This design comes from an exercise in tuning for small area and a short achievable clock period on the open sky130 flow, not from production work.
No functional check of the RTL was part of any run shown here.

--- flow/config.mk ---
export PLATFORM = sky130hd
export DESIGN_NAME = fir
export DESIGN_NICKNAME = fir
export VERILOG_FILES = /design/flow/design.v
export SDC_FILE = /design/flow/constraint.sdc
export NUM_CORES = 4
export LEC_CHECK = 0
export ABC_AREA = 1
export CAP_MARGIN = 20
export CORE_MARGIN = 2
export CORE_UTILIZATION = 40
export SLEW_MARGIN = 20
export SYNTH_HIERARCHICAL = 1
--- flow/constraint.sdc ---
create_clock -name core_clock -period 30.0 [get_ports {clk}]
set_input_delay 6.0000 -clock core_clock [delete_from_list [all_inputs] [get_ports {clk}]]
set_output_delay 6.0000 -clock core_clock [all_outputs]
set_load 0.01 [all_outputs]
--- flow/flow/ports.tcl ---
# Run right after global placement.
# Port buffering in place of ORFS's own buffer_ports: every input but the clock
# gets a buf_4, every output a buf_1.
buffer_ports -inputs -buffer_cell sky130_fd_sc_hd__buf_4
buffer_ports -outputs -buffer_cell sky130_fd_sc_hd__buf_1
# Stronger flip-flops (same cell, drive 4) for the registers that start the
# paths to the outputs, whose Q pins carry the largest loads.
foreach inst [get_cells *] {
  if {[regexp {^(n|s1|u)\[[0-9]+\]\$_DFF_P_$} [get_full_name $inst]] && [get_property $inst ref_name] eq "sky130_fd_sc_hd__dfxtp_1"} {
    replace_cell $inst sky130_fd_sc_hd__dfxtp_4
  }
}
--- flow/standard.sh ---
#!/bin/bash
# synth_recipe.tcl (not shown) runs the flow's synth.tcl, then flattens the netlist and writes it again
# the make line also repeats each setting of config.mk as NAME=value (left out here)
make -C /OpenROAD-flow-scripts/flow DESIGN_CONFIG=/design/flow/config.mk WORK_HOME=/design/flow/orfs CLKGATE_MAP_FILE= SYNTH_SCRIPT=/design/flow/synth_recipe.tcl "${@:-finish}"
--- flow/flow/run.sh ---
#!/bin/bash
# The standard layout (the standard.sh); flow/ports.tcl runs after global
# placement (port buffers, flip-flop drive), and clock tree synthesis gets its
# arguments from CTS_ARGS.
bash standard.sh DONT_BUFFER_PORTS=1 POST_GLOBAL_PLACE_TCL="$PWD/flow/ports.tcl" \
  CTS_ARGS="-sink_clustering_enable -repair_clock_nets -sink_clustering_size 40 -sink_clustering_max_diameter 60 -dont_use_dummy_load" finish > standard.log 2>&1
--- flow/design.v ---
module fixed(
input [15:0] data,
output [15:0] fixed
);
wire sign = data[15];
wire expo_sign = data[14];
wire [3:0] e = data[13:10];
wire [11:0] w = {1'b1, data[9:0], 1'b0};
wire [26:0] wl = {15'b0, w} << e;
wire [11:0] wr = w >> e;
wire left = expo_sign & (e != 4'd0);
wire zero = (data == 16'b0);
wire [14:0] fv = zero ? 15'b0 : (left ? wl[16:2] : {3'b0, wr});
wire [14:0] mag = sign ? (~fv + 15'd1) : fv;
assign fixed = {sign, mag};
endmodule
module fir (
input [15:0] signal,
input clk,
output [15:0] out,
output [15:0] f1,
output [31:0] f2,f3,f4,
output [15:0] fo1
);
wire sign = signal[15];
wire expo_sign = signal[14];
wire [3:0] e = signal[13:10];
wire zero = (signal == 16'b0);
wire [11:0] w = {~zero, signal[9:0], 1'b0};
wire [26:0] wl = {15'b0, w} << e;
wire [11:0] wr = w >> e;
wire left = expo_sign & (e != 4'd0);
wire [14:0] fv = left ? wl[16:2] : {3'b0, wr};
wire fz = (fv == 15'b0);
wire [15:0] mg = {1'b0, fv};
wire qk = sign & fz;
wire [19:0] sx = {20{~sign}};
wire signed [15:0] xq_a = {1'b0, fv ^ {15{sign}}};
wire signed [15:0] xq_b = 16'sd0;
wire signed [15:0] xq;
wire [15:0] xq__p = xq_a ^ xq_b;
wire [15:0] xq__g0 = xq_a & xq_b;
wire [15:0] xq__g = {xq__g0[15:1], xq__g0[0] | (xq__p[0] & (sign))};
wire xq__G1 = xq__g[1] | (xq__p[1] & xq__g[0]);
wire xq__P1 = xq__p[1] & xq__p[0];
wire xq__G2 = xq__g[3] | (xq__p[3] & xq__g[2]);
wire xq__P2 = xq__p[3] & xq__p[2];
wire xq__G3 = xq__g[5] | (xq__p[5] & xq__g[4]);
wire xq__P3 = xq__p[5] & xq__p[4];
wire xq__G4 = xq__g[7] | (xq__p[7] & xq__g[6]);
wire xq__P4 = xq__p[7] & xq__p[6];
wire xq__G5 = xq__g[9] | (xq__p[9] & xq__g[8]);
wire xq__P5 = xq__p[9] & xq__p[8];
wire xq__G6 = xq__g[11] | (xq__p[11] & xq__g[10]);
wire xq__P6 = xq__p[11] & xq__p[10];
wire xq__G7 = xq__g[13] | (xq__p[13] & xq__g[12]);
wire xq__P7 = xq__p[13] & xq__p[12];
wire xq__G8 = xq__g[15] | (xq__p[15] & xq__g[14]);
wire xq__P8 = xq__p[15] & xq__p[14];
wire xq__G9 = xq__g[2] | (xq__p[2] & xq__G1);
wire xq__P9 = xq__p[2] & xq__P1;
wire xq__G10 = xq__G2 | (xq__P2 & xq__G1);
wire xq__P10 = xq__P2 & xq__P1;
wire xq__G11 = xq__g[6] | (xq__p[6] & xq__G3);
wire xq__P11 = xq__p[6] & xq__P3;
wire xq__G12 = xq__G4 | (xq__P4 & xq__G3);
wire xq__P12 = xq__P4 & xq__P3;
wire xq__G13 = xq__g[10] | (xq__p[10] & xq__G5);
wire xq__P13 = xq__p[10] & xq__P5;
wire xq__G14 = xq__G6 | (xq__P6 & xq__G5);
wire xq__P14 = xq__P6 & xq__P5;
wire xq__G15 = xq__g[14] | (xq__p[14] & xq__G7);
wire xq__P15 = xq__p[14] & xq__P7;
wire xq__G16 = xq__G8 | (xq__P8 & xq__G7);
wire xq__P16 = xq__P8 & xq__P7;
wire xq__G17 = xq__g[4] | (xq__p[4] & xq__G10);
wire xq__P17 = xq__p[4] & xq__P10;
wire xq__G18 = xq__G3 | (xq__P3 & xq__G10);
wire xq__P18 = xq__P3 & xq__P10;
wire xq__G19 = xq__G11 | (xq__P11 & xq__G10);
wire xq__P19 = xq__P11 & xq__P10;
wire xq__G20 = xq__G12 | (xq__P12 & xq__G10);
wire xq__P20 = xq__P12 & xq__P10;
wire xq__G21 = xq__g[12] | (xq__p[12] & xq__G14);
wire xq__P21 = xq__p[12] & xq__P14;
wire xq__G22 = xq__G7 | (xq__P7 & xq__G14);
wire xq__P22 = xq__P7 & xq__P14;
wire xq__G23 = xq__G15 | (xq__P15 & xq__G14);
wire xq__P23 = xq__P15 & xq__P14;
wire xq__G24 = xq__G16 | (xq__P16 & xq__G14);
wire xq__P24 = xq__P16 & xq__P14;
wire xq__G25 = xq__g[8] | (xq__p[8] & xq__G20);
wire xq__P25 = xq__p[8] & xq__P20;
wire xq__G26 = xq__G5 | (xq__P5 & xq__G20);
wire xq__P26 = xq__P5 & xq__P20;
wire xq__G27 = xq__G13 | (xq__P13 & xq__G20);
wire xq__P27 = xq__P13 & xq__P20;
wire xq__G28 = xq__G14 | (xq__P14 & xq__G20);
wire xq__P28 = xq__P14 & xq__P20;
wire xq__G29 = xq__G21 | (xq__P21 & xq__G20);
wire xq__P29 = xq__P21 & xq__P20;
wire xq__G30 = xq__G22 | (xq__P22 & xq__G20);
wire xq__P30 = xq__P22 & xq__P20;
wire xq__G31 = xq__G23 | (xq__P23 & xq__G20);
wire xq__P31 = xq__P23 & xq__P20;
wire xq__G32 = xq__G24 | (xq__P24 & xq__G20);
wire xq__P32 = xq__P24 & xq__P20;
wire [16:0] xq__c = {xq__G32, xq__G31, xq__G30, xq__G29, xq__G28, xq__G27, xq__G26, xq__G25, xq__G20, xq__G19, xq__G18, xq__G17, xq__G10, xq__G9, xq__G1, xq__g[0], (sign)};
assign xq = xq__p ^ xq__c[15:0];
wire signed [15:0] xin = {sign, xq[14:0]};
wire signed [19:0] nc_x = {1'b0, mg, 3'b0} ^ sx;
wire signed [19:0] nc_y = {4'b0, mg} ^ sx;
wire signed [19:0] nc_z = {18'b0, ~sign, 1'b0};
wire signed [19:0] nc_s = nc_x ^ nc_y ^ nc_z;
wire [19:0] nc_m = (nc_x & nc_y) | (nc_x & nc_z) | (nc_y & nc_z);
wire signed [19:0] nin_a = nc_s;
wire signed [19:0] nin_b = {nc_m[18:0], 1'b0};
wire signed [19:0] nin;
add_ks_20 i_nin (.a(nin_a), .b(nin_b), .ci(1'b0), .s(nin));
reg signed [15:0] x;
reg signed [19:0] n;           
always @(posedge clk) begin
  x <= xin;
  n <= nin | {1'b0, qk, 2'b0, qk, 15'b0};
end
wire signed [18:0] m5_a = n;
wire signed [18:0] m5_b = x <<< 2;
wire m5_ci = 1'b0;
wire [8:0] m5_g = m5_a[8:0] & m5_b[8:0];
wire [8:0] m5_p = m5_a[8:0] | m5_b[8:0];
wire m5_G1 = m5_g[0] | (m5_p[0] & m5_ci);
wire m5_G2 = m5_g[2] | (m5_p[2] & m5_g[1]);
wire m5_P2 = m5_p[2] & m5_p[1];
wire m5_G3 = m5_g[4] | (m5_p[4] & m5_g[3]);
wire m5_P3 = m5_p[4] & m5_p[3];
wire m5_G4 = m5_g[6] | (m5_p[6] & m5_g[5]);
wire m5_P4 = m5_p[6] & m5_p[5];
wire m5_G5 = m5_g[8] | (m5_p[8] & m5_g[7]);
wire m5_P5 = m5_p[8] & m5_p[7];
wire m5_G6 = m5_G2 | (m5_P2 & m5_G1);
wire m5_G7 = m5_G4 | (m5_P4 & m5_G3);
wire m5_P7 = m5_P4 & m5_P3;
wire m5_G8 = m5_G7 | (m5_P7 & m5_G6);
wire m5_G9 = m5_G5 | (m5_P5 & m5_G8);
wire [8:0] m5_lo;
wire [9:0] m5_hi;
add_rip_9 i_m5_lo (.a(m5_a[8:0]), .b(m5_b[8:0]), .ci(m5_ci), .s(m5_lo));
add_rip_10 i_m5_hi (.a(m5_a[18:9]), .b(m5_b[18:9]), .ci(m5_G9), .s(m5_hi));
wire signed [18:0] m5 = {m5_hi, m5_lo};
wire signed [19:0] m11_a = n;
wire signed [19:0] m11_b = ~(x <<< 1);
wire signed [19:0] m11;
wire [19:0] m11__p = m11_a ^ m11_b;
wire [19:0] m11__g0 = m11_a & m11_b;
wire [19:0] m11__g = {m11__g0[19:1], m11__g0[0] | (m11__p[0] & (1'b1))};
wire m11__G1 = m11__g[1] | (m11__p[1] & m11__g[0]);
wire m11__P1 = m11__p[1] & m11__p[0];
wire m11__G2 = m11__g[3] | (m11__p[3] & m11__g[2]);
wire m11__P2 = m11__p[3] & m11__p[2];
wire m11__G3 = m11__g[5] | (m11__p[5] & m11__g[4]);
wire m11__P3 = m11__p[5] & m11__p[4];
wire m11__G4 = m11__g[7] | (m11__p[7] & m11__g[6]);
wire m11__P4 = m11__p[7] & m11__p[6];
wire m11__G5 = m11__g[9] | (m11__p[9] & m11__g[8]);
wire m11__P5 = m11__p[9] & m11__p[8];
wire m11__G6 = m11__g[11] | (m11__p[11] & m11__g[10]);
wire m11__P6 = m11__p[11] & m11__p[10];
wire m11__G7 = m11__g[13] | (m11__p[13] & m11__g[12]);
wire m11__P7 = m11__p[13] & m11__p[12];
wire m11__G8 = m11__g[15] | (m11__p[15] & m11__g[14]);
wire m11__P8 = m11__p[15] & m11__p[14];
wire m11__G9 = m11__g[17] | (m11__p[17] & m11__g[16]);
wire m11__P9 = m11__p[17] & m11__p[16];
wire m11__G10 = m11__g[19] | (m11__p[19] & m11__g[18]);
wire m11__P10 = m11__p[19] & m11__p[18];
wire m11__G11 = m11__g[2] | (m11__p[2] & m11__G1);
wire m11__P11 = m11__p[2] & m11__P1;
wire m11__G12 = m11__G2 | (m11__P2 & m11__G1);
wire m11__P12 = m11__P2 & m11__P1;
wire m11__G13 = m11__g[6] | (m11__p[6] & m11__G3);
wire m11__P13 = m11__p[6] & m11__P3;
wire m11__G14 = m11__G4 | (m11__P4 & m11__G3);
wire m11__P14 = m11__P4 & m11__P3;
wire m11__G15 = m11__g[10] | (m11__p[10] & m11__G5);
wire m11__P15 = m11__p[10] & m11__P5;
wire m11__G16 = m11__G6 | (m11__P6 & m11__G5);
wire m11__P16 = m11__P6 & m11__P5;
wire m11__G17 = m11__g[14] | (m11__p[14] & m11__G7);
wire m11__P17 = m11__p[14] & m11__P7;
wire m11__G18 = m11__G8 | (m11__P8 & m11__G7);
wire m11__P18 = m11__P8 & m11__P7;
wire m11__G19 = m11__g[18] | (m11__p[18] & m11__G9);
wire m11__P19 = m11__p[18] & m11__P9;
wire m11__G20 = m11__G10 | (m11__P10 & m11__G9);
wire m11__P20 = m11__P10 & m11__P9;
wire m11__G21 = m11__g[4] | (m11__p[4] & m11__G12);
wire m11__P21 = m11__p[4] & m11__P12;
wire m11__G22 = m11__G3 | (m11__P3 & m11__G12);
wire m11__P22 = m11__P3 & m11__P12;
wire m11__G23 = m11__G13 | (m11__P13 & m11__G12);
wire m11__P23 = m11__P13 & m11__P12;
wire m11__G24 = m11__G14 | (m11__P14 & m11__G12);
wire m11__P24 = m11__P14 & m11__P12;
wire m11__G25 = m11__g[12] | (m11__p[12] & m11__G16);
wire m11__P25 = m11__p[12] & m11__P16;
wire m11__G26 = m11__G7 | (m11__P7 & m11__G16);
wire m11__P26 = m11__P7 & m11__P16;
wire m11__G27 = m11__G17 | (m11__P17 & m11__G16);
wire m11__P27 = m11__P17 & m11__P16;
wire m11__G28 = m11__G18 | (m11__P18 & m11__G16);
wire m11__P28 = m11__P18 & m11__P16;
wire m11__G29 = m11__g[8] | (m11__p[8] & m11__G24);
wire m11__P29 = m11__p[8] & m11__P24;
wire m11__G30 = m11__G5 | (m11__P5 & m11__G24);
wire m11__P30 = m11__P5 & m11__P24;
wire m11__G31 = m11__G15 | (m11__P15 & m11__G24);
wire m11__P31 = m11__P15 & m11__P24;
wire m11__G32 = m11__G16 | (m11__P16 & m11__G24);
wire m11__P32 = m11__P16 & m11__P24;
wire m11__G33 = m11__G25 | (m11__P25 & m11__G24);
wire m11__P33 = m11__P25 & m11__P24;
wire m11__G34 = m11__G26 | (m11__P26 & m11__G24);
wire m11__P34 = m11__P26 & m11__P24;
wire m11__G35 = m11__G27 | (m11__P27 & m11__G24);
wire m11__P35 = m11__P27 & m11__P24;
wire m11__G36 = m11__G28 | (m11__P28 & m11__G24);
wire m11__P36 = m11__P28 & m11__P24;
wire m11__G37 = m11__g[16] | (m11__p[16] & m11__G36);
wire m11__P37 = m11__p[16] & m11__P36;
wire m11__G38 = m11__G9 | (m11__P9 & m11__G36);
wire m11__P38 = m11__P9 & m11__P36;
wire m11__G39 = m11__G19 | (m11__P19 & m11__G36);
wire m11__P39 = m11__P19 & m11__P36;
wire m11__G40 = m11__G20 | (m11__P20 & m11__G36);
wire m11__P40 = m11__P20 & m11__P36;
wire [20:0] m11__c = {m11__G40, m11__G39, m11__G38, m11__G37, m11__G36, m11__G35, m11__G34, m11__G33, m11__G32, m11__G31, m11__G30, m11__G29, m11__G24, m11__G23, m11__G22, m11__G21, m11__G12, m11__G11, m11__G1, m11__g[0], (1'b1)};
assign m11 = m11__p ^ m11__c[19:0];
wire signed [21:0] m45_a = n <<< 2;
wire signed [21:0] m45_b = n;
wire m45_ci = 1'b0;
wire [10:0] m45_g = m45_a[10:0] & m45_b[10:0];
wire [10:0] m45_p = m45_a[10:0] | m45_b[10:0];
wire m45_G1 = m45_g[0] | (m45_p[0] & m45_ci);
wire m45_G2 = m45_g[2] | (m45_p[2] & m45_g[1]);
wire m45_P2 = m45_p[2] & m45_p[1];
wire m45_G3 = m45_g[4] | (m45_p[4] & m45_g[3]);
wire m45_P3 = m45_p[4] & m45_p[3];
wire m45_G4 = m45_g[6] | (m45_p[6] & m45_g[5]);
wire m45_P4 = m45_p[6] & m45_p[5];
wire m45_G5 = m45_g[8] | (m45_p[8] & m45_g[7]);
wire m45_P5 = m45_p[8] & m45_p[7];
wire m45_G6 = m45_g[10] | (m45_p[10] & m45_g[9]);
wire m45_P6 = m45_p[10] & m45_p[9];
wire m45_G7 = m45_G2 | (m45_P2 & m45_G1);
wire m45_G8 = m45_G4 | (m45_P4 & m45_G3);
wire m45_P8 = m45_P4 & m45_P3;
wire m45_G9 = m45_G6 | (m45_P6 & m45_G5);
wire m45_P9 = m45_P6 & m45_P5;
wire m45_G10 = m45_G8 | (m45_P8 & m45_G7);
wire m45_G11 = m45_G9 | (m45_P9 & m45_G10);
wire [10:0] m45_lo;
wire [10:0] m45_hi;
add_rip_11 i_m45_lo (.a(m45_a[10:0]), .b(m45_b[10:0]), .ci(m45_ci), .s(m45_lo));
add_rip_11 i_m45_hi (.a(m45_a[21:11]), .b(m45_b[21:11]), .ci(m45_G11), .s(m45_hi));
wire signed [21:0] m45 = {m45_hi, m45_lo};
reg signed [9:0] ndh;          
reg nz;                        
reg signed [18:0] m5d;         
reg signed [21:0] m45d;        
reg signed [19:0] m11d;        
reg signed [19:0] r4;          
always @(posedge clk) begin
  ndh <= n[19:10];
  nz <= ~|n[9:0];
  m5d <= m5;
  m45d <= m45;
  m11d <= m11;
  r4 <= {m5d, 1'b0};
end
wire signed [23:0] e205a = m45;
wire signed [23:0] e205b = m5 <<< 5;
wire [23:0] p205_a = m45d;
wire [23:0] p205_b = m5d <<< 5;
wire [10:0] p205_qa = e205a[10:0];
wire [10:0] p205_qb = e205b[10:0];
wire p205_ci = 1'b0;
wire [10:0] p205_g = p205_qa & p205_qb;
wire [10:0] p205_p = p205_qa | p205_qb;
wire p205_G1 = p205_g[0] | (p205_p[0] & p205_ci);
wire p205_G2 = p205_g[2] | (p205_p[2] & p205_g[1]);
wire p205_P2 = p205_p[2] & p205_p[1];
wire p205_G3 = p205_g[4] | (p205_p[4] & p205_g[3]);
wire p205_P3 = p205_p[4] & p205_p[3];
wire p205_G4 = p205_g[6] | (p205_p[6] & p205_g[5]);
wire p205_P4 = p205_p[6] & p205_p[5];
wire p205_G5 = p205_g[8] | (p205_p[8] & p205_g[7]);
wire p205_P5 = p205_p[8] & p205_p[7];
wire p205_G6 = p205_g[10] | (p205_p[10] & p205_g[9]);
wire p205_P6 = p205_p[10] & p205_p[9];
wire p205_G7 = p205_G2 | (p205_P2 & p205_G1);
wire p205_G8 = p205_G4 | (p205_P4 & p205_G3);
wire p205_P8 = p205_P4 & p205_P3;
wire p205_G9 = p205_G6 | (p205_P6 & p205_G5);
wire p205_P9 = p205_P6 & p205_P5;
wire p205_G10 = p205_G8 | (p205_P8 & p205_G7);
wire p205_G11 = p205_G9 | (p205_P9 & p205_G10);
wire [10:0] p205_k = {p205_p[9:0], p205_ci};
reg p205_c11, p205_z;
always @(posedge clk) begin
  p205_c11 <= p205_G11;
  p205_z <= &(~(p205_qa ^ p205_qb ^ p205_k));
end
wire [12:0] p205_hi;
add_rip_13 i_p205_hi (.a(p205_a[23:11]), .b(p205_b[23:11]), .ci(p205_c11), .s(p205_hi));
wire signed [24:0] c407_x = m11d <<< 5;
wire signed [24:0] c407_y = m45d;
wire signed [24:0] c407_z = m5d <<< 1;
wire signed [24:0] c407_s = c407_x ^ c407_y ^ c407_z;
wire [24:0] c407_m = (c407_x & c407_y) | (c407_x & c407_z) | (c407_y & c407_z);
wire signed [24:0] c407p_x = m11 <<< 5;
wire signed [24:0] c407p_y = m45;
wire signed [24:0] c407p_z = m5 <<< 1;
wire signed [24:0] c407p_s = c407p_x ^ c407p_y ^ c407p_z;
wire [24:0] c407p_m = (c407p_x & c407p_y) | (c407p_x & c407p_z) | (c407p_y & c407p_z);
wire [24:0] p407_a = c407_s;
wire [24:0] p407_b = {c407_m[23:0], 1'b0};
wire [10:0] p407_qa = c407p_s[10:0];
wire [10:0] p407_qb = {c407p_m[9:0], 1'b0};
wire p407_ci = 1'b0;
wire [10:0] p407_g = p407_qa & p407_qb;
wire [10:0] p407_p = p407_qa | p407_qb;
wire p407_G1 = p407_g[0] | (p407_p[0] & p407_ci);
wire p407_G2 = p407_g[2] | (p407_p[2] & p407_g[1]);
wire p407_P2 = p407_p[2] & p407_p[1];
wire p407_G3 = p407_g[4] | (p407_p[4] & p407_g[3]);
wire p407_P3 = p407_p[4] & p407_p[3];
wire p407_G4 = p407_g[6] | (p407_p[6] & p407_g[5]);
wire p407_P4 = p407_p[6] & p407_p[5];
wire p407_G5 = p407_g[8] | (p407_p[8] & p407_g[7]);
wire p407_P5 = p407_p[8] & p407_p[7];
wire p407_G6 = p407_g[10] | (p407_p[10] & p407_g[9]);
wire p407_P6 = p407_p[10] & p407_p[9];
wire p407_G7 = p407_G2 | (p407_P2 & p407_G1);
wire p407_G8 = p407_G4 | (p407_P4 & p407_G3);
wire p407_P8 = p407_P4 & p407_P3;
wire p407_G9 = p407_G6 | (p407_P6 & p407_G5);
wire p407_P9 = p407_P6 & p407_P5;
wire p407_G10 = p407_G8 | (p407_P8 & p407_G7);
wire p407_G11 = p407_G9 | (p407_P9 & p407_G10);
wire [10:0] p407_k = {p407_p[9:0], p407_ci};
reg p407_c11, p407_z;
always @(posedge clk) begin
  p407_c11 <= p407_G11;
  p407_z <= &(~(p407_qa ^ p407_qb ^ p407_k));
end
wire [13:0] p407_hi;
add_rip_14 i_p407_hi (.a(p407_a[24:11]), .b(p407_b[24:11]), .ci(p407_c11), .s(p407_hi));
wire signed [24:0] c327_x = m11d <<< 5;
wire signed [24:0] c327_y = ~(m5d <<< 2);
wire signed [24:0] c327_z = ~m5d;
wire signed [24:0] c327_s = c327_x ^ c327_y ^ c327_z;
wire [24:0] c327_m = (c327_x & c327_y) | (c327_x & c327_z) | (c327_y & c327_z);
wire signed [24:0] c327p_x = m11 <<< 5;
wire signed [24:0] c327p_y = ~(m5 <<< 2);
wire signed [24:0] c327p_z = ~m5;
wire signed [24:0] c327p_s = c327p_x ^ c327p_y ^ c327p_z;
wire [24:0] c327p_m = (c327p_x & c327p_y) | (c327p_x & c327p_z) | (c327p_y & c327p_z);
wire [24:0] p327_a = c327_s;
wire [24:0] p327_b = {c327_m[23:0], 1'b1};
wire [10:0] p327_qa = c327p_s[10:0];
wire [10:0] p327_qb = {c327p_m[9:0], 1'b1};
wire p327_ci = 1'b1;
wire [10:0] p327_g = p327_qa & p327_qb;
wire [10:0] p327_p = p327_qa | p327_qb;
wire p327_G1 = p327_g[0] | (p327_p[0] & p327_ci);
wire p327_G2 = p327_g[2] | (p327_p[2] & p327_g[1]);
wire p327_P2 = p327_p[2] & p327_p[1];
wire p327_G3 = p327_g[4] | (p327_p[4] & p327_g[3]);
wire p327_P3 = p327_p[4] & p327_p[3];
wire p327_G4 = p327_g[6] | (p327_p[6] & p327_g[5]);
wire p327_P4 = p327_p[6] & p327_p[5];
wire p327_G5 = p327_g[8] | (p327_p[8] & p327_g[7]);
wire p327_P5 = p327_p[8] & p327_p[7];
wire p327_G6 = p327_g[10] | (p327_p[10] & p327_g[9]);
wire p327_P6 = p327_p[10] & p327_p[9];
wire p327_G7 = p327_G2 | (p327_P2 & p327_G1);
wire p327_G8 = p327_G4 | (p327_P4 & p327_G3);
wire p327_P8 = p327_P4 & p327_P3;
wire p327_G9 = p327_G6 | (p327_P6 & p327_G5);
wire p327_P9 = p327_P6 & p327_P5;
wire p327_G10 = p327_G8 | (p327_P8 & p327_G7);
wire p327_G11 = p327_G9 | (p327_P9 & p327_G10);
wire [10:0] p327_k = {p327_p[9:0], p327_ci};
reg p327_c11, p327_z;
always @(posedge clk) begin
  p327_c11 <= p327_G11;
  p327_z <= &(~(p327_qa ^ p327_qb ^ p327_k));
end
wire [13:0] p327_hi;
add_rip_14 i_p327_hi (.a(p327_a[24:11]), .b(p327_b[24:11]), .ci(p327_c11), .s(p327_hi));
wire signed [8:0]  t9   = ndh[9:1];
wire signed [8:0]  t11  = m11d[19:11];
wire signed [8:0]  t10  = m5d[18:10];
wire signed [9:0]  c18  = ~ndh;           wire z18  = nz;
wire signed [11:0] c90  = ~m45d[21:10];   wire z90  = ~|m45d[9:0];
wire signed [12:0] c205 = ~p205_hi;   wire z205 = p205_z;
wire signed [13:0] c327 = ~p327_hi;   wire z327 = p327_z;
wire signed [13:0] c407 = ~p407_hi;   wire z407 = p407_z;
wire signed [9:0]  p18  = ndh;
wire signed [11:0] p90  = m45d[21:10];
wire signed [12:0] p205h = p205_hi;
wire signed [13:0] p327h = p327_hi;
wire signed [13:0] p407h = p407_hi;
reg signed [8:0] v15;
reg signed [9:0] v14;
reg signed [9:0] v13;
reg signed [10:0] v12;
reg signed [12:0] v11;
reg signed [13:0] v10;
reg signed [14:0] v9;
reg signed [15:0] v8;
reg signed [15:0] v7;
reg signed [15:0] v6;
reg signed [15:0] v5;
reg signed [15:0] v4;
reg signed [15:0] v3;
wire signed [9:0] v14_n_a = t11;
wire signed [9:0] v14_n_b = v15;
wire signed [9:0] v14_n;
wire [10:0] v14_n__c;
assign v14_n__c[0] = (1'b0);
genvar v14_n__i;
generate for (v14_n__i = 0; v14_n__i < 10; v14_n__i = v14_n__i + 1) begin : v14_n__r
  assign v14_n[v14_n__i] = v14_n_a[v14_n__i] ^ v14_n_b[v14_n__i] ^ v14_n__c[v14_n__i];
  assign v14_n__c[v14_n__i+1] = (v14_n_a[v14_n__i] & v14_n_b[v14_n__i]) | (v14_n_a[v14_n__i] & v14_n__c[v14_n__i]) | (v14_n_b[v14_n__i] & v14_n__c[v14_n__i]);
end endgenerate
wire signed [9:0] v13_n_a = t10;
wire signed [9:0] v13_n_b = v14;
wire signed [9:0] v13_n;
wire [10:0] v13_n__c;
assign v13_n__c[0] = (1'b0);
genvar v13_n__i;
generate for (v13_n__i = 0; v13_n__i < 10; v13_n__i = v13_n__i + 1) begin : v13_n__r
  assign v13_n[v13_n__i] = v13_n_a[v13_n__i] ^ v13_n_b[v13_n__i] ^ v13_n__c[v13_n__i];
  assign v13_n__c[v13_n__i+1] = (v13_n_a[v13_n__i] & v13_n_b[v13_n__i]) | (v13_n_a[v13_n__i] & v13_n__c[v13_n__i]) | (v13_n_b[v13_n__i] & v13_n__c[v13_n__i]);
end endgenerate
wire signed [10:0] v12_n_a = p18;
wire signed [10:0] v12_n_b = ~v13;
wire signed [10:0] v12_n;
wire [11:0] v12_n__c;
assign v12_n__c[0] = (~z18);
genvar v12_n__i;
generate for (v12_n__i = 0; v12_n__i < 11; v12_n__i = v12_n__i + 1) begin : v12_n__r
  assign v12_n[v12_n__i] = v12_n_a[v12_n__i] ^ v12_n_b[v12_n__i] ^ v12_n__c[v12_n__i];
  assign v12_n__c[v12_n__i+1] = (v12_n_a[v12_n__i] & v12_n_b[v12_n__i]) | (v12_n_a[v12_n__i] & v12_n__c[v12_n__i]) | (v12_n_b[v12_n__i] & v12_n__c[v12_n__i]);
end endgenerate
wire signed [12:0] v11_n_a = p90;
wire signed [12:0] v11_n_b = v12;
wire signed [12:0] v11_n;
wire [13:0] v11_n__c;
assign v11_n__c[0] = (~z90);
genvar v11_n__i;
generate for (v11_n__i = 0; v11_n__i < 13; v11_n__i = v11_n__i + 1) begin : v11_n__r
  assign v11_n[v11_n__i] = v11_n_a[v11_n__i] ^ v11_n_b[v11_n__i] ^ v11_n__c[v11_n__i];
  assign v11_n__c[v11_n__i+1] = (v11_n_a[v11_n__i] & v11_n_b[v11_n__i]) | (v11_n_a[v11_n__i] & v11_n__c[v11_n__i]) | (v11_n_b[v11_n__i] & v11_n__c[v11_n__i]);
end endgenerate
wire signed [13:0] v10_n_a = p205h;
wire signed [13:0] v10_n_b = v11;
wire signed [13:0] v10_n;
wire [14:0] v10_n__c;
assign v10_n__c[0] = (~z205);
genvar v10_n__i;
generate for (v10_n__i = 0; v10_n__i < 14; v10_n__i = v10_n__i + 1) begin : v10_n__r
  assign v10_n[v10_n__i] = v10_n_a[v10_n__i] ^ v10_n_b[v10_n__i] ^ v10_n__c[v10_n__i];
  assign v10_n__c[v10_n__i+1] = (v10_n_a[v10_n__i] & v10_n_b[v10_n__i]) | (v10_n_a[v10_n__i] & v10_n__c[v10_n__i]) | (v10_n_b[v10_n__i] & v10_n__c[v10_n__i]);
end endgenerate
wire signed [14:0] v9_n_a = p327h;
wire signed [14:0] v9_n_b = v10;
wire signed [14:0] v9_n;
wire [15:0] v9_n__c;
assign v9_n__c[0] = (~z327);
genvar v9_n__i;
generate for (v9_n__i = 0; v9_n__i < 15; v9_n__i = v9_n__i + 1) begin : v9_n__r
  assign v9_n[v9_n__i] = v9_n_a[v9_n__i] ^ v9_n_b[v9_n__i] ^ v9_n__c[v9_n__i];
  assign v9_n__c[v9_n__i+1] = (v9_n_a[v9_n__i] & v9_n_b[v9_n__i]) | (v9_n_a[v9_n__i] & v9_n__c[v9_n__i]) | (v9_n_b[v9_n__i] & v9_n__c[v9_n__i]);
end endgenerate
wire signed [15:0] v8_n_a = p407h;
wire signed [15:0] v8_n_b = v9;
wire signed [15:0] v8_n;
wire [16:0] v8_n__c;
assign v8_n__c[0] = (~z407);
genvar v8_n__i;
generate for (v8_n__i = 0; v8_n__i < 16; v8_n__i = v8_n__i + 1) begin : v8_n__r
  assign v8_n[v8_n__i] = v8_n_a[v8_n__i] ^ v8_n_b[v8_n__i] ^ v8_n__c[v8_n__i];
  assign v8_n__c[v8_n__i+1] = (v8_n_a[v8_n__i] & v8_n_b[v8_n__i]) | (v8_n_a[v8_n__i] & v8_n__c[v8_n__i]) | (v8_n_b[v8_n__i] & v8_n__c[v8_n__i]);
end endgenerate
wire signed [15:0] v7_n_a = p407h;
wire signed [15:0] v7_n_b = v8;
wire signed [15:0] v7_n;
wire [16:0] v7_n__c;
assign v7_n__c[0] = (~z407);
genvar v7_n__i;
generate for (v7_n__i = 0; v7_n__i < 16; v7_n__i = v7_n__i + 1) begin : v7_n__r
  assign v7_n[v7_n__i] = v7_n_a[v7_n__i] ^ v7_n_b[v7_n__i] ^ v7_n__c[v7_n__i];
  assign v7_n__c[v7_n__i+1] = (v7_n_a[v7_n__i] & v7_n_b[v7_n__i]) | (v7_n_a[v7_n__i] & v7_n__c[v7_n__i]) | (v7_n_b[v7_n__i] & v7_n__c[v7_n__i]);
end endgenerate
wire signed [15:0] v6_n_a = p327h;
wire signed [15:0] v6_n_b = v7;
wire signed [15:0] v6_n;
wire [16:0] v6_n__c;
assign v6_n__c[0] = (~z327);
genvar v6_n__i;
generate for (v6_n__i = 0; v6_n__i < 16; v6_n__i = v6_n__i + 1) begin : v6_n__r
  assign v6_n[v6_n__i] = v6_n_a[v6_n__i] ^ v6_n_b[v6_n__i] ^ v6_n__c[v6_n__i];
  assign v6_n__c[v6_n__i+1] = (v6_n_a[v6_n__i] & v6_n_b[v6_n__i]) | (v6_n_a[v6_n__i] & v6_n__c[v6_n__i]) | (v6_n_b[v6_n__i] & v6_n__c[v6_n__i]);
end endgenerate
wire signed [15:0] v5_n_a = p205h;
wire signed [15:0] v5_n_b = v6;
wire signed [15:0] v5_n;
wire [16:0] v5_n__c;
assign v5_n__c[0] = (~z205);
genvar v5_n__i;
generate for (v5_n__i = 0; v5_n__i < 16; v5_n__i = v5_n__i + 1) begin : v5_n__r
  assign v5_n[v5_n__i] = v5_n_a[v5_n__i] ^ v5_n_b[v5_n__i] ^ v5_n__c[v5_n__i];
  assign v5_n__c[v5_n__i+1] = (v5_n_a[v5_n__i] & v5_n_b[v5_n__i]) | (v5_n_a[v5_n__i] & v5_n__c[v5_n__i]) | (v5_n_b[v5_n__i] & v5_n__c[v5_n__i]);
end endgenerate
wire signed [15:0] v4_n_a = p90;
wire signed [15:0] v4_n_b = v5;
wire signed [15:0] v4_n;
wire [16:0] v4_n__c;
assign v4_n__c[0] = (~z90);
genvar v4_n__i;
generate for (v4_n__i = 0; v4_n__i < 16; v4_n__i = v4_n__i + 1) begin : v4_n__r
  assign v4_n[v4_n__i] = v4_n_a[v4_n__i] ^ v4_n_b[v4_n__i] ^ v4_n__c[v4_n__i];
  assign v4_n__c[v4_n__i+1] = (v4_n_a[v4_n__i] & v4_n_b[v4_n__i]) | (v4_n_a[v4_n__i] & v4_n__c[v4_n__i]) | (v4_n_b[v4_n__i] & v4_n__c[v4_n__i]);
end endgenerate
wire signed [15:0] v3_n_a = p18;
wire signed [15:0] v3_n_b = v4;
wire signed [15:0] v3_n;
wire [16:0] v3_n__c;
assign v3_n__c[0] = (~z18);
genvar v3_n__i;
generate for (v3_n__i = 0; v3_n__i < 16; v3_n__i = v3_n__i + 1) begin : v3_n__r
  assign v3_n[v3_n__i] = v3_n_a[v3_n__i] ^ v3_n_b[v3_n__i] ^ v3_n__c[v3_n__i];
  assign v3_n__c[v3_n__i+1] = (v3_n_a[v3_n__i] & v3_n_b[v3_n__i]) | (v3_n_a[v3_n__i] & v3_n__c[v3_n__i]) | (v3_n_b[v3_n__i] & v3_n__c[v3_n__i]);
end endgenerate
wire signed [8:0] t11x = m11[19:11];
wire signed [9:0] u_n_a = t11x;
wire signed [9:0] u_n_b = t10;
wire signed [9:0] u_n;
wire [10:0] u_n__c;
assign u_n__c[0] = (1'b0);
genvar u_n__i;
generate for (u_n__i = 0; u_n__i < 10; u_n__i = u_n__i + 1) begin : u_n__r
  assign u_n[u_n__i] = u_n_a[u_n__i] ^ u_n_b[u_n__i] ^ u_n__c[u_n__i];
  assign u_n__c[u_n__i+1] = (u_n_a[u_n__i] & u_n_b[u_n__i]) | (u_n_a[u_n__i] & u_n__c[u_n__i]) | (u_n_b[u_n__i] & u_n__c[u_n__i]);
end endgenerate
wire signed [15:0] cs1_x = t11x;
wire signed [15:0] cs1_y = t10;
wire signed [15:0] cs1_z = ~v3;
wire signed [15:0] cs1_s = cs1_x ^ cs1_y ^ cs1_z;
wire [15:0] cs1_m = (cs1_x & cs1_y) | (cs1_x & cs1_z) | (cs1_y & cs1_z);
wire signed [15:0] s1_n_a = cs1_s;
wire signed [15:0] s1_n_b = {cs1_m[14:0], 1'b0};
wire signed [15:0] s1_n;
wire [15:0] s1_n__p = s1_n_a ^ s1_n_b;
wire [15:0] s1_n__g0 = s1_n_a & s1_n_b;
wire [15:0] s1_n__g = {s1_n__g0[15:1], s1_n__g0[0] | (s1_n__p[0] & (1'b0))};
wire s1_n__G1 = s1_n__g[1] | (s1_n__p[1] & s1_n__g[0]);
wire s1_n__P1 = s1_n__p[1] & s1_n__p[0];
wire s1_n__G2 = s1_n__g[3] | (s1_n__p[3] & s1_n__g[2]);
wire s1_n__P2 = s1_n__p[3] & s1_n__p[2];
wire s1_n__G3 = s1_n__g[5] | (s1_n__p[5] & s1_n__g[4]);
wire s1_n__P3 = s1_n__p[5] & s1_n__p[4];
wire s1_n__G4 = s1_n__g[7] | (s1_n__p[7] & s1_n__g[6]);
wire s1_n__P4 = s1_n__p[7] & s1_n__p[6];
wire s1_n__G5 = s1_n__g[9] | (s1_n__p[9] & s1_n__g[8]);
wire s1_n__P5 = s1_n__p[9] & s1_n__p[8];
wire s1_n__G6 = s1_n__g[11] | (s1_n__p[11] & s1_n__g[10]);
wire s1_n__P6 = s1_n__p[11] & s1_n__p[10];
wire s1_n__G7 = s1_n__g[13] | (s1_n__p[13] & s1_n__g[12]);
wire s1_n__P7 = s1_n__p[13] & s1_n__p[12];
wire s1_n__G8 = s1_n__g[15] | (s1_n__p[15] & s1_n__g[14]);
wire s1_n__P8 = s1_n__p[15] & s1_n__p[14];
wire s1_n__G9 = s1_n__G2 | (s1_n__P2 & s1_n__G1);
wire s1_n__P9 = s1_n__P2 & s1_n__P1;
wire s1_n__G10 = s1_n__G4 | (s1_n__P4 & s1_n__G3);
wire s1_n__P10 = s1_n__P4 & s1_n__P3;
wire s1_n__G11 = s1_n__G6 | (s1_n__P6 & s1_n__G5);
wire s1_n__P11 = s1_n__P6 & s1_n__P5;
wire s1_n__G12 = s1_n__G8 | (s1_n__P8 & s1_n__G7);
wire s1_n__P12 = s1_n__P8 & s1_n__P7;
wire s1_n__G13 = s1_n__G10 | (s1_n__P10 & s1_n__G9);
wire s1_n__P13 = s1_n__P10 & s1_n__P9;
wire s1_n__G14 = s1_n__G12 | (s1_n__P12 & s1_n__G11);
wire s1_n__P14 = s1_n__P12 & s1_n__P11;
wire s1_n__G15 = s1_n__G14 | (s1_n__P14 & s1_n__G13);
wire s1_n__P15 = s1_n__P14 & s1_n__P13;
wire s1_n__G16 = s1_n__G11 | (s1_n__P11 & s1_n__G13);
wire s1_n__P16 = s1_n__P11 & s1_n__P13;
wire s1_n__G17 = s1_n__G3 | (s1_n__P3 & s1_n__G9);
wire s1_n__P17 = s1_n__P3 & s1_n__P9;
wire s1_n__G18 = s1_n__G5 | (s1_n__P5 & s1_n__G13);
wire s1_n__P18 = s1_n__P5 & s1_n__P13;
wire s1_n__G19 = s1_n__G7 | (s1_n__P7 & s1_n__G16);
wire s1_n__P19 = s1_n__P7 & s1_n__P16;
wire s1_n__G20 = s1_n__g[2] | (s1_n__p[2] & s1_n__G1);
wire s1_n__P20 = s1_n__p[2] & s1_n__P1;
wire s1_n__G21 = s1_n__g[4] | (s1_n__p[4] & s1_n__G9);
wire s1_n__P21 = s1_n__p[4] & s1_n__P9;
wire s1_n__G22 = s1_n__g[6] | (s1_n__p[6] & s1_n__G17);
wire s1_n__P22 = s1_n__p[6] & s1_n__P17;
wire s1_n__G23 = s1_n__g[8] | (s1_n__p[8] & s1_n__G13);
wire s1_n__P23 = s1_n__p[8] & s1_n__P13;
wire s1_n__G24 = s1_n__g[10] | (s1_n__p[10] & s1_n__G18);
wire s1_n__P24 = s1_n__p[10] & s1_n__P18;
wire s1_n__G25 = s1_n__g[12] | (s1_n__p[12] & s1_n__G16);
wire s1_n__P25 = s1_n__p[12] & s1_n__P16;
wire s1_n__G26 = s1_n__g[14] | (s1_n__p[14] & s1_n__G19);
wire s1_n__P26 = s1_n__p[14] & s1_n__P19;
wire [16:0] s1_n__c = {s1_n__G15, s1_n__G26, s1_n__G19, s1_n__G25, s1_n__G16, s1_n__G24, s1_n__G18, s1_n__G23, s1_n__G13, s1_n__G22, s1_n__G17, s1_n__G21, s1_n__G9, s1_n__G20, s1_n__G1, s1_n__g[0], (1'b0)};
assign s1_n = s1_n__p ^ s1_n__c[15:0];
reg signed [15:0] s1;
reg signed [9:0] u;
always @(posedge clk) begin
  v15 <= t9;
  v14 <= v14_n;
  v13 <= v13_n;
  v12 <= v12_n;
  v11 <= v11_n;
  v10 <= v10_n;
  v9 <= v9_n;
  v8 <= v8_n;
  v7 <= v7_n;
  v6 <= v6_n;
  v5 <= v5_n;
  v4 <= v4_n;
  v3 <= v3_n;
  u <= u_n;
  s1 <= s1_n;
end
wire signed [8:0] t0 = n[19:11];
wire [15:0] out_n;
add_o16 i_out (.a(s1), .bn(t0), .ci(1'b0), .s(out_n));
wire [10:0] fo1_s;
add_f11 i_fo1 (.a({u[9], u}), .bn(t0), .ci(1'b0), .s(fo1_s));
wire [15:0] fo1_n = {{5{fo1_s[10]}}, fo1_s};
assign out = out_n;
assign fo1 = fo1_n;
assign f1 = x;
assign f2 = {{12{n[19]}}, n};
assign f3 = {{12{m11d[19]}}, m11d};
assign f4 = {{12{r4[19]}}, r4};
endmodule
module add_ks_20(input [19:0] a, input [19:0] b, input ci, output [19:0] s);
wire [19:0] p = a ^ b;
wire [19:0] g0 = a & b;
wire [19:0] g = {g0[19:1], g0[0] | (p[0] & ci)};
wire G1 = g[1] | (p[1] & g[0]);
wire P1 = p[1] & p[0];
wire G2 = g[2] | (p[2] & g[1]);
wire P2 = p[2] & p[1];
wire G3 = g[3] | (p[3] & g[2]);
wire P3 = p[3] & p[2];
wire G4 = g[4] | (p[4] & g[3]);
wire P4 = p[4] & p[3];
wire G5 = g[5] | (p[5] & g[4]);
wire P5 = p[5] & p[4];
wire G6 = g[6] | (p[6] & g[5]);
wire P6 = p[6] & p[5];
wire G7 = g[7] | (p[7] & g[6]);
wire P7 = p[7] & p[6];
wire G8 = g[8] | (p[8] & g[7]);
wire P8 = p[8] & p[7];
wire G9 = g[9] | (p[9] & g[8]);
wire P9 = p[9] & p[8];
wire G10 = g[10] | (p[10] & g[9]);
wire P10 = p[10] & p[9];
wire G11 = g[11] | (p[11] & g[10]);
wire P11 = p[11] & p[10];
wire G12 = g[12] | (p[12] & g[11]);
wire P12 = p[12] & p[11];
wire G13 = g[13] | (p[13] & g[12]);
wire P13 = p[13] & p[12];
wire G14 = g[14] | (p[14] & g[13]);
wire P14 = p[14] & p[13];
wire G15 = g[15] | (p[15] & g[14]);
wire P15 = p[15] & p[14];
wire G16 = g[16] | (p[16] & g[15]);
wire P16 = p[16] & p[15];
wire G17 = g[17] | (p[17] & g[16]);
wire P17 = p[17] & p[16];
wire G18 = g[18] | (p[18] & g[17]);
wire P18 = p[18] & p[17];
wire G19 = g[19] | (p[19] & g[18]);
wire P19 = p[19] & p[18];
wire G20 = G2 | (P2 & g[0]);
wire P20 = P2 & p[0];
wire G21 = G3 | (P3 & G1);
wire P21 = P3 & P1;
wire G22 = G4 | (P4 & G2);
wire P22 = P4 & P2;
wire G23 = G5 | (P5 & G3);
wire P23 = P5 & P3;
wire G24 = G6 | (P6 & G4);
wire P24 = P6 & P4;
wire G25 = G7 | (P7 & G5);
wire P25 = P7 & P5;
wire G26 = G8 | (P8 & G6);
wire P26 = P8 & P6;
wire G27 = G9 | (P9 & G7);
wire P27 = P9 & P7;
wire G28 = G10 | (P10 & G8);
wire P28 = P10 & P8;
wire G29 = G11 | (P11 & G9);
wire P29 = P11 & P9;
wire G30 = G12 | (P12 & G10);
wire P30 = P12 & P10;
wire G31 = G13 | (P13 & G11);
wire P31 = P13 & P11;
wire G32 = G14 | (P14 & G12);
wire P32 = P14 & P12;
wire G33 = G15 | (P15 & G13);
wire P33 = P15 & P13;
wire G34 = G16 | (P16 & G14);
wire P34 = P16 & P14;
wire G35 = G17 | (P17 & G15);
wire P35 = P17 & P15;
wire G36 = G18 | (P18 & G16);
wire P36 = P18 & P16;
wire G37 = G19 | (P19 & G17);
wire P37 = P19 & P17;
wire G38 = G22 | (P22 & g[0]);
wire P38 = P22 & p[0];
wire G39 = G23 | (P23 & G1);
wire P39 = P23 & P1;
wire G40 = G24 | (P24 & G20);
wire P40 = P24 & P20;
wire G41 = G25 | (P25 & G21);
wire P41 = P25 & P21;
wire G42 = G26 | (P26 & G22);
wire P42 = P26 & P22;
wire G43 = G27 | (P27 & G23);
wire P43 = P27 & P23;
wire G44 = G28 | (P28 & G24);
wire P44 = P28 & P24;
wire G45 = G29 | (P29 & G25);
wire P45 = P29 & P25;
wire G46 = G30 | (P30 & G26);
wire P46 = P30 & P26;
wire G47 = G31 | (P31 & G27);
wire P47 = P31 & P27;
wire G48 = G32 | (P32 & G28);
wire P48 = P32 & P28;
wire G49 = G33 | (P33 & G29);
wire P49 = P33 & P29;
wire G50 = G34 | (P34 & G30);
wire P50 = P34 & P30;
wire G51 = G35 | (P35 & G31);
wire P51 = P35 & P31;
wire G52 = G36 | (P36 & G32);
wire P52 = P36 & P32;
wire G53 = G37 | (P37 & G33);
wire P53 = P37 & P33;
wire G54 = G42 | (P42 & g[0]);
wire P54 = P42 & p[0];
wire G55 = G43 | (P43 & G1);
wire P55 = P43 & P1;
wire G56 = G44 | (P44 & G20);
wire P56 = P44 & P20;
wire G57 = G45 | (P45 & G21);
wire P57 = P45 & P21;
wire G58 = G46 | (P46 & G38);
wire P58 = P46 & P38;
wire G59 = G47 | (P47 & G39);
wire P59 = P47 & P39;
wire G60 = G48 | (P48 & G40);
wire P60 = P48 & P40;
wire G61 = G49 | (P49 & G41);
wire P61 = P49 & P41;
wire G62 = G50 | (P50 & G42);
wire P62 = P50 & P42;
wire G63 = G51 | (P51 & G43);
wire P63 = P51 & P43;
wire G64 = G52 | (P52 & G44);
wire P64 = P52 & P44;
wire G65 = G53 | (P53 & G45);
wire P65 = P53 & P45;
wire G66 = G62 | (P62 & g[0]);
wire P66 = P62 & p[0];
wire G67 = G63 | (P63 & G1);
wire P67 = P63 & P1;
wire G68 = G64 | (P64 & G20);
wire P68 = P64 & P20;
wire G69 = G65 | (P65 & G21);
wire P69 = P65 & P21;
wire [20:0] c = {G69, G68, G67, G66, G61, G60, G59, G58, G57, G56, G55, G54, G41, G40, G39, G38, G21, G20, G1, g[0], ci};
assign s = p ^ c[19:0];
endmodule
module add_rip_9(input [8:0] a, input [8:0] b, input ci, output [8:0] s);
wire [9:0] c;
assign c[0] = ci;
genvar i;
generate for (i = 0; i < 9; i = i + 1) begin : r
  assign s[i] = a[i] ^ b[i] ^ c[i];
  assign c[i+1] = (a[i] & b[i]) | (a[i] & c[i]) | (b[i] & c[i]);
end endgenerate
endmodule
module add_rip_10(input [9:0] a, input [9:0] b, input ci, output [9:0] s);
wire [10:0] c;
assign c[0] = ci;
genvar i;
generate for (i = 0; i < 10; i = i + 1) begin : r
  assign s[i] = a[i] ^ b[i] ^ c[i];
  assign c[i+1] = (a[i] & b[i]) | (a[i] & c[i]) | (b[i] & c[i]);
end endgenerate
endmodule
module add_rip_11(input [10:0] a, input [10:0] b, input ci, output [10:0] s);
wire [11:0] c;
assign c[0] = ci;
genvar i;
generate for (i = 0; i < 11; i = i + 1) begin : r
  assign s[i] = a[i] ^ b[i] ^ c[i];
  assign c[i+1] = (a[i] & b[i]) | (a[i] & c[i]) | (b[i] & c[i]);
end endgenerate
endmodule
module add_rip_13(input [12:0] a, input [12:0] b, input ci, output [12:0] s);
wire [13:0] c;
assign c[0] = ci;
genvar i;
generate for (i = 0; i < 13; i = i + 1) begin : r
  assign s[i] = a[i] ^ b[i] ^ c[i];
  assign c[i+1] = (a[i] & b[i]) | (a[i] & c[i]) | (b[i] & c[i]);
end endgenerate
endmodule
module add_rip_14(input [13:0] a, input [13:0] b, input ci, output [13:0] s);
wire [14:0] c;
assign c[0] = ci;
genvar i;
generate for (i = 0; i < 14; i = i + 1) begin : r
  assign s[i] = a[i] ^ b[i] ^ c[i];
  assign c[i+1] = (a[i] & b[i]) | (a[i] & c[i]) | (b[i] & c[i]);
end endgenerate
endmodule
module add_o16(input [15:0] a, input [8:0] bn, input ci, output [15:0] s);
wire [15:0] b = {{7{bn[8]}}, bn};
wire [15:0] p = a ^ b;
wire [15:0] g0 = a & b;
wire [15:0] g = {g0[15:1], g0[0] | (p[0] & ci)};
wire G1 = g[1] | (p[1] & g[0]);
wire P1 = p[1] & p[0];
wire G2 = g[3] | (p[3] & g[2]);
wire P2 = p[3] & p[2];
wire G3 = g[5] | (p[5] & g[4]);
wire P3 = p[5] & p[4];
wire G4 = g[7] | (p[7] & g[6]);
wire P4 = p[7] & p[6];
wire G5 = g[9] | (p[9] & g[8]);
wire P5 = p[9] & p[8];
wire G6 = g[11] | (p[11] & g[10]);
wire P6 = p[11] & p[10];
wire G7 = g[13] | (p[13] & g[12]);
wire P7 = p[13] & p[12];
wire G8 = g[15] | (p[15] & g[14]);
wire P8 = p[15] & p[14];
wire G9 = g[2] | (p[2] & g[1]);
wire P9 = p[2] & p[1];
wire G10 = G9 | (P9 & g[0]);
wire P10 = P9 & p[0];
wire G11 = G2 | (P2 & G1);
wire P11 = P2 & P1;
wire G12 = g[6] | (p[6] & G3);
wire P12 = p[6] & P3;
wire G13 = G4 | (P4 & G3);
wire P13 = P4 & P3;
wire G14 = g[10] | (p[10] & G5);
wire P14 = p[10] & P5;
wire G15 = G6 | (P6 & G5);
wire P15 = P6 & P5;
wire G16 = g[14] | (p[14] & G7);
wire P16 = p[14] & P7;
wire G17 = G8 | (P8 & G7);
wire P17 = P8 & P7;
wire G18 = g[4] | (p[4] & g[3]);
wire P18 = p[4] & p[3];
wire G19 = G18 | (P18 & G10);
wire P19 = P18 & P10;
wire G20 = G3 | (P3 & G11);
wire P20 = P3 & P11;
wire G21 = G12 | (P12 & G11);
wire P21 = P12 & P11;
wire G22 = G13 | (P13 & G11);
wire P22 = P13 & P11;
wire G23 = g[12] | (p[12] & G15);
wire P23 = p[12] & P15;
wire G24 = G7 | (P7 & G15);
wire P24 = P7 & P15;
wire G25 = G16 | (P16 & G15);
wire P25 = P16 & P15;
wire G26 = G17 | (P17 & G15);
wire P26 = P17 & P15;
wire G27 = g[8] | (p[8] & g[7]);
wire P27 = p[8] & p[7];
wire G28 = G27 | (P27 & G21);
wire P28 = P27 & P21;
wire G29 = G5 | (P5 & G22);
wire P29 = P5 & P22;
wire G30 = G14 | (P14 & G22);
wire P30 = P14 & P22;
wire G31 = G15 | (P15 & G22);
wire P31 = P15 & P22;
wire G32 = G23 | (P23 & G22);
wire P32 = P23 & P22;
wire G33 = G24 | (P24 & G22);
wire P33 = P24 & P22;
wire G34 = G25 | (P25 & G22);
wire P34 = P25 & P22;
wire G35 = G26 | (P26 & G22);
wire P35 = P26 & P22;
wire [16:0] c = {G35, G34, G33, G32, G31, G30, G29, G28, G22, G21, G20, G19, G11, G10, G1, g[0], ci};
assign s = p ^ c[15:0];
endmodule
module add_f11(input [10:0] a, input [8:0] bn, input ci, output [10:0] s);
wire [10:0] b = {{2{bn[8]}}, bn};
wire [10:0] p = a ^ b;
wire [10:0] g0 = a & b;
wire [10:0] g = {g0[10:1], g0[0] | (p[0] & ci)};
wire G1 = g[1] | (p[1] & g[0]);
wire P1 = p[1] & p[0];
wire G2 = g[3] | (p[3] & g[2]);
wire P2 = p[3] & p[2];
wire G3 = g[5] | (p[5] & g[4]);
wire P3 = p[5] & p[4];
wire G4 = g[7] | (p[7] & g[6]);
wire P4 = p[7] & p[6];
wire G5 = g[9] | (p[9] & g[8]);
wire P5 = p[9] & p[8];
wire G6 = g[2] | (p[2] & g[1]);
wire P6 = p[2] & p[1];
wire G7 = G6 | (P6 & g[0]);
wire P7 = P6 & p[0];
wire G8 = G2 | (P2 & G1);
wire P8 = P2 & P1;
wire G9 = g[6] | (p[6] & G3);
wire P9 = p[6] & P3;
wire G10 = G4 | (P4 & G3);
wire P10 = P4 & P3;
wire G11 = g[10] | (p[10] & G5);
wire P11 = p[10] & P5;
wire G12 = g[4] | (p[4] & g[3]);
wire P12 = p[4] & p[3];
wire G13 = G12 | (P12 & G7);
wire P13 = P12 & P7;
wire G14 = G3 | (P3 & G8);
wire P14 = P3 & P8;
wire G15 = G9 | (P9 & G8);
wire P15 = P9 & P8;
wire G16 = G10 | (P10 & G8);
wire P16 = P10 & P8;
wire G17 = g[8] | (p[8] & g[7]);
wire P17 = p[8] & p[7];
wire G18 = G17 | (P17 & G15);
wire P18 = P17 & P15;
wire G19 = G5 | (P5 & G16);
wire P19 = P5 & P16;
wire G20 = G11 | (P11 & G16);
wire P20 = P11 & P16;
wire [11:0] c = {G20, G19, G18, G16, G15, G14, G13, G8, G7, G1, g[0], ci};
assign s = p ^ c[10:0];
endmodule
==> results of run 1 <==
per-module statistics from Yosys, one instance, submodules excluded:
module	cells inside	flops+latches	area [um2]
add_rip_13	27	0	299.0
add_f11	75	0	474.2
add_rip_11	25	0	259.0
add_rip_14	27	0	316.6
add_rip_9	23	0	219.0
add_ks_20	223	0	1154
add_o16	136	0	768.2
add_rip_10	24	0	239.0
fir	1484	337	16930
routing by layer:
layer	track usage [%]	vias to the layer above	part of all wire (%)
li1	-	6676	-
met1	26.30	6674	48
met2	29.74	268	46
met3	2.277	68	3.7
met4	4.579	0	2.2
met5	0	-	0
critical path: stages:
cell	delay (ns)
buf_4	0.20
inv_1	0.51
nand3_1	0.19
nand2_1	0.12
inv_1	0.06
nand2_1	0.05
o21ai_0	0.07
o21ai_0	0.43
ha_1	0.35
inv_1	0.12
ha_1	0.25
ha_1	0.36
nand2_1	0.12
inv_1	0.05
nand2_1	0.06
nand2_1	0.06
nand2_1	0.06
nand3_1	0.17
nand2_1	0.14
nand2_1	0.05
nand2_1	0.05
nand2_1	0.04
inv_1	0.04
nand2_1	0.04
cell type report:
| type | instances | area [um2] |
|---|---|---|
| inverter | 366 | 1381 |
| clock buffer | 31 | 775.7 |
| multi-input combinational | 1342 | 12670 |
| timing repair buffer | 164 | 694.4 |
| fill | 5017 | 29250 |
| sequential | 337 | 6918 |
| tap | 688 | 860.8 |
registers in the layout (all words and copies together), names as in the netlist, 9 cells and up:
name / count
u: 10
s1: 16
v9: 15
r4: 19
m11d: 20
ndh: 10
v14: 10
v8: 16
m5d: 19
m45d: 22
v10: 14
v12: 11
x: 16
v15: 9
v11: 13
v5: 16
v13: 10
v3: 16
v4: 16
n: 20
v6: 16
v7: 16
layout by cell type, fill, tap and decap left out, drive strengths merged, types with 8 or more instances in the layout:
master and count:
xor2 48, nand3 132, or2 10, clkbuf 31, o21bai 8, xnor2 40, dfxtp 337, a21oi 73
buf 164, fa 309, nor2 77, inv 366, nand2 379, nand4 14, conb 13, ha 158
o21ai 29
final timing paths:
check,startpoint,endpoint,slack [ns]
setup / recovery,signal[11],n[18]$_DFF_P_,20.82
hold / removal,m5d[2]$_DFF_P_,r4[3]$_DFF_P_,0.33
setup reg to reg,m5d[11]$_DFF_P_,v6[15]$_DFF_P_,21.49
hold reg to reg,m5d[2]$_DFF_P_,r4[3]$_DFF_P_,0.33
through the flow:
step | util (%)
after floorplan | -
after global placement | 41.29
after detailed placement | 42.86
after CTS | 44.33
after global routing | 44.33
final | 44.33
cell families (layout without fill, tap and decap cells):
group,count (synthesis),count (layout),synth area share [%]
other cells,1,13,0.01766
flops,337,337,31.77
buf+inv,429,561,8.796
xor+xnor,88,88,3.629
fa+ha+maj,468,468,38.48
simple gates,630,630,13.33
compound gates,143,143,3.971
==> reports/results.tsv, run 1 <==
metric	value	unit
initial DRC count	834	
setup TNS	0	ns
clk sink count	337	
Clock Latency Late Sink	0.61	ns
CTS clk-pin slew, worst paths	0.06	ns
top-count cell post-synth	inv_1	
fin. max-slew vios	0	
vias per cell	4.674	
IO Port Bufs	159	
run status	timing/DRC/antenna clean	
pre-CTS setup slack	20.32	ns
drt first pass iters	6	
first-pass GRT wire length	78.03	mm
cts bufs inserted	31	
clock root buffer	clkbuf_16	
CP arrival	9.61	ns
placed cell count	2897	
final wirelength	48.10	mm
wire length per cell	16.43	um
Rows	84	
Commonest cells post-synth	361 x inv_1, 349 x nand2_1, 337 x dfxtp_1	
Final nets	2726	
flops & latches, synth	337	
number of diodes	0	
post-route antenna net violation count	0	
worst hold path type	reg -> reg	
share of cells above drive strength 1	7.411	%
Yosys top cell area share	31.77	%
Post-CTS Hold Fix Bufs	0	
Area Growth Syn to Fin	9.703	%
syn_area_per_cell	10.13	um2
Synth Flop Type	dfxtp_1	
largest net degree at the start of global routing	35	
post-cts sizing count	0	
actual slew at the worst max-slew pin	0.9005	ns
post-layout worst setup margin	20.82	ns
via count	13690	
Gate Count Post-Synth	2096	
Post-DP Area	22520	um2
Async SR Flop Fraction	0	%
clock buffer depth	3	
top area cells in the synthesized netlist	dfxtp_1 32%, fa_1 29%, ha_1 9.3%	
Die Wd	234.4	um
number of flops mapped to enable cells by yosys	0	
final count of negative-setup-slack endpoints	0	
area of the mapped netlist	21240	um2
Initial Util	40.41	%
Critical Path Start Type	primary input	
Worst Clk Skew	0.07778	ns
Rel. slew slack	39.88	%
H-tree depth	1	
Max Clock Freq	108.9	MHz
Fin. Hold Viols	0	
Die ar.	54950	um2
All-Layer GR Usage	18.39	%
postcts setup bufs	0	
smallest hold slack	0.3262	ns
gr ovfl total	0	
CTS tree	done	
hold path depth	0	
area of the core	52550	um2
post-synth top area cell	dfxtp_1	
Final Non-Filler Cells	2928	
Tmin final	9.183	ns
library cells used by synthesis	55	
Design Area, Final	23300	um2
antenna violations before repair	0	
I/O pin total	161	
DR DRC count	0	
register area share after synthesis	31.77	%
CP Capture Type	register	
RSZ-0062 raised after global routing	false	
Post-DP HPWL	39.94	mm
Yosys warnings	7	
vias in the first global route	14570	
R2R depth	21	
WP data required	30.43	ns
CP max FO	20	
Die Height	234.4	um
max-cap viol count	0	
Setup CP Type	in -> reg	
Final period util	30.61	%
==> run 2: changes to the inputs <==
--- a/flow/flow/ports.tcl
+++ b/flow/flow/ports.tcl
@@ -1,8 +1,15 @@
 # Run right after global placement.
 # Port buffering in place of ORFS's own buffer_ports: every input but the clock
-# gets a buf_4, every output a buf_1.
+# gets a buf_4, every output a buf_1; the sign and exponent inputs, which fan out
+# across the whole input shifter, get a buf_16 instead.
 buffer_ports -inputs -buffer_cell sky130_fd_sc_hd__buf_4
 buffer_ports -outputs -buffer_cell sky130_fd_sc_hd__buf_1
+set block [ord::get_db_block]
+foreach b {10 11 12 13 14 15} {
+  foreach it [[[$block findBTerm "signal\[$b\]"] getNet] getITerms] {
+    replace_cell [get_cells [[$it getInst] getName]] sky130_fd_sc_hd__buf_16
+  }
+}
 # Stronger flip-flops (same cell, drive 4) for the registers that start the
 # paths to the outputs, whose Q pins carry the largest loads.
 foreach inst [get_cells *] {
==> reports/results.tsv, run 2 <==
metric	value	unit
run status	timing/DRC/antenna clean	
Async SR Flop Fraction	0	%
Rows	84	
Yosys warnings	7	
Final nets	2726	
worst-path cell chain	buf_16 -> inv_1 -> nand3_1 -> nand2_1 -> inv_1 -> nand2_1 -> o21ai_0 -> o21ai_0 -> ha_1 -> inv_1 -> ha_1 -> ha_1 -> nand2_1 -> inv_1 -> nand2_1 -> nand2_1 -> nand2_1 -> nand3_1 -> nand2_1 -> nand2_1 -> nand2_1 -> nand2_1 -> inv_1 -> nand2_1	
Gate Count Post-Synth	2096	
WHS Endpoint	r4[3]$_DFF_P_	
actual slew at the worst max-slew pin	0.9041	ns
register area share after synthesis	31.77	%
number of flops mapped to enable cells by yosys	0	
CTS tree	done	
post-synth top area cell	dfxtp_1	
Post-CTS Hold Fix Bufs	0	
r2r endpoint	v6[15]$_DFF_P_	
share of cells above drive strength 1	7.411	%
CP Capture Type	register	
syn_area_per_cell	10.13	um2
most frequent cells in the layout	361 x inv_1, 349 x nand2_1, 309 x fa_1, 290 x dfxtp_1, 158 x ha_1	
Max Clock Freq	110.1	MHz
hold path depth	0	
CP arrival	9.51	ns
RSZ-0062 raised after global routing	false	
Die Wd	234.4	um
post-route antenna net violation count	0	
Tmin final	9.086	ns
Largest register FFs	22	
IO Port Bufs	159	
final count of negative-setup-slack endpoints	0	
largest registers	m45d: 22 flops, m11d: 20 flops, n: 20 flops	
first-pass GRT wire length	77.78	mm
top area cells in the synthesized netlist	dfxtp_1 32%, fa_1 29%, ha_1 9.3%	
CP max FO	20	
flops & latches, synth	337	
largest reg by FF count	m45d	
Setup CP Type	in -> reg	
Fin. Hold Viols	0	
Initial Util	40.41	%
Design Area, Final	23420	um2
Commonest cells post-synth	361 x inv_1, 349 x nand2_1, 337 x dfxtp_1	
area of the mapped netlist	21240	um2
H-tree depth	1	
Synth Flop Type	dfxtp_1	
Die ar.	54950	um2
setup TNS	0	ns
Final Util	44.56	%
clock root buffer	clkbuf_16	
commonest non-fill, non-tap cell in the layout	inv_1	
clk sink count	337	
CTS clk-pin slew, worst paths	0.06	ns
library cells used by synthesis	55	
final wirelength	47.98	mm
cell mode on critical path	nand2_1	
hold path startpoint	m5d[2]$_DFF_P_	
All-Layer GR Usage	18.36	%
I/O pin total	161	
vias in the first global route	14530	
via count	13740	
post-cts sizing count	0	
top-count cell post-synth	inv_1	
cts bufs inserted	31	
largest net degree at the start of global routing	35	
initial DRC count	775	
Worst Clk Skew	0.07049	ns
max-cap viol count	0	
Die Height	234.4	um
postcts setup bufs	0	
gr ovfl total	0	
Crit path largest cell delay	0.50	ns
Area Growth Syn to Fin	10.27	%
vias per cell	4.693	
clock buffer depth	3	
Critical Path Start Type	primary input	
fin. max-slew vios	0	
drt first pass iters	5	
Clock Latency Late Sink	0.60	ns
CP delay by family, top	simple AND/OR/NAND/NOR gates	
Final period util	30.29	%
area of the core	52550	um2
antenna violations before repair	0	
Post-DP Area	22640	um2
Rel. slew slack	39.64	%
number of diodes	0	
worst path bufs/invs	6	
worst hold path type	reg -> reg	
R2R depth	21	
slowest cell on the critical path	inv_1	
setup slack, reg-to-reg	21.47	ns
Yosys top cell area share	31.77	%
reg2reg start	m5d[11]$_DFF_P_	
WP data required	30.43	ns
wire length per cell	16.38	um
DR DRC count	0	
Post-DP HPWL	39.87	mm
smallest hold slack	0.3214	ns
-- run 2: changes by cell type in the layout (fill, tap and decap cells not counted) --
cell,delta
buf_16,+6
buf_4,-6
-- run 2: cell type report --
cell class	count	area (um2)
tap	688	860.8
multi-input combinational	1342	12670
timing repair buffer	164	814.5
sequential	337	6918
fill	4946	29130
inverter	366	1381
clock buffer	31	775.7
-- run 2: Yosys stat by module (local to each module, per instance) --
module	area (um2)	copies in the design
add_ks_20	1154	1
fir	16930	1
add_rip_14	316.6	2
add_rip_13	299.0	1
add_o16	768.2	1
add_f11	474.2	1
add_rip_10	239.0	1
add_rip_11	259.0	2
add_rip_9	219.0	1
-- run 2: worst max-delay path by stage --
stage / endpoint / slack (ns) / cells past startpoint / start
finish: n[18]$_DFF_P_ / 20.91 / 24 / signal[11]
global route: n[18]$_DFF_P_ / 20.61 / 22 / signal[11]
CTS: n[18]$_DFF_P_ / 21.04 / 24 / signal[11]
detailed placement: n[18]$_DFF_P_ / 20.44 / 24 / signal[11]
global placement: n[18]$_DFF_P_ / 20.60 / 23 / signal[11]
floorplan: n[18]$_DFF_P_ / 21.33 / 26 / signal[10]
-- run 2: kinds of logic (layout without fill, tap and decap cells) --
group           Yosys count  in the layout  synth area share, %
simple gates            630            630                13.33
flops                   337            337                31.77
xor+xnor                 88             88                3.629
buf+inv                 429            561                8.796
compound gates          143            143                3.971
fa+ha+maj               468            468                38.48
other cells               1             13              0.01766
-- run 2: metrics by stage --
step / cells / setup WS, ns
floorplan: 2108 / 21.33
global placement: 2738 / 20.60
detailed placement: 2897 / 20.44
global route: 2928 / 20.61
finish: 2928 / 20.91
CTS: 2928 / 21.04
-- run 2: layer usage --
metal	track usage [%]	share of wire [%]	up-vias
li1	-	-	6668
met1	26.05	48	6747
met2	29.69	46	256
met3	2.253	3.6	70
met4	5.071	2.5	0
met5	0	0	-

afterwards: timing with drivers on the ports:
In the flow no input, the clock included, has a driving cell. The finished layouts below were timed again as built, in two steps.
Step 1 assumes that a clkbuf_16 drives the clock port and a buf_2 every other input.
Step 2, shift: input delay + t, output delay - t, t = (earliest + latest rising clock arrival at the registers) / 2. This alone moves slack from input paths to output paths.
Slacks: no drivers / after step 1 / after step 2; pairs: no drivers / after step 1.
run	t, ns	setup slack, ns	worst setup path at the end	worst register clock-pin slew, ns	worst data-port slew with drivers (ns)
run 1	0.624	20.817 / 20.850 / 20.226	input to register	0.09 / 0.09	0.04
run 2	0.623	20.914 / 20.903 / 20.280	input to register	0.10 / 0.10	0.09
After both steps setup and hold are still met in every run listed. For run 2, which loses most, drivers alone change the setup slack by -0.011 ns; drivers and shift together by -0.634 ns.
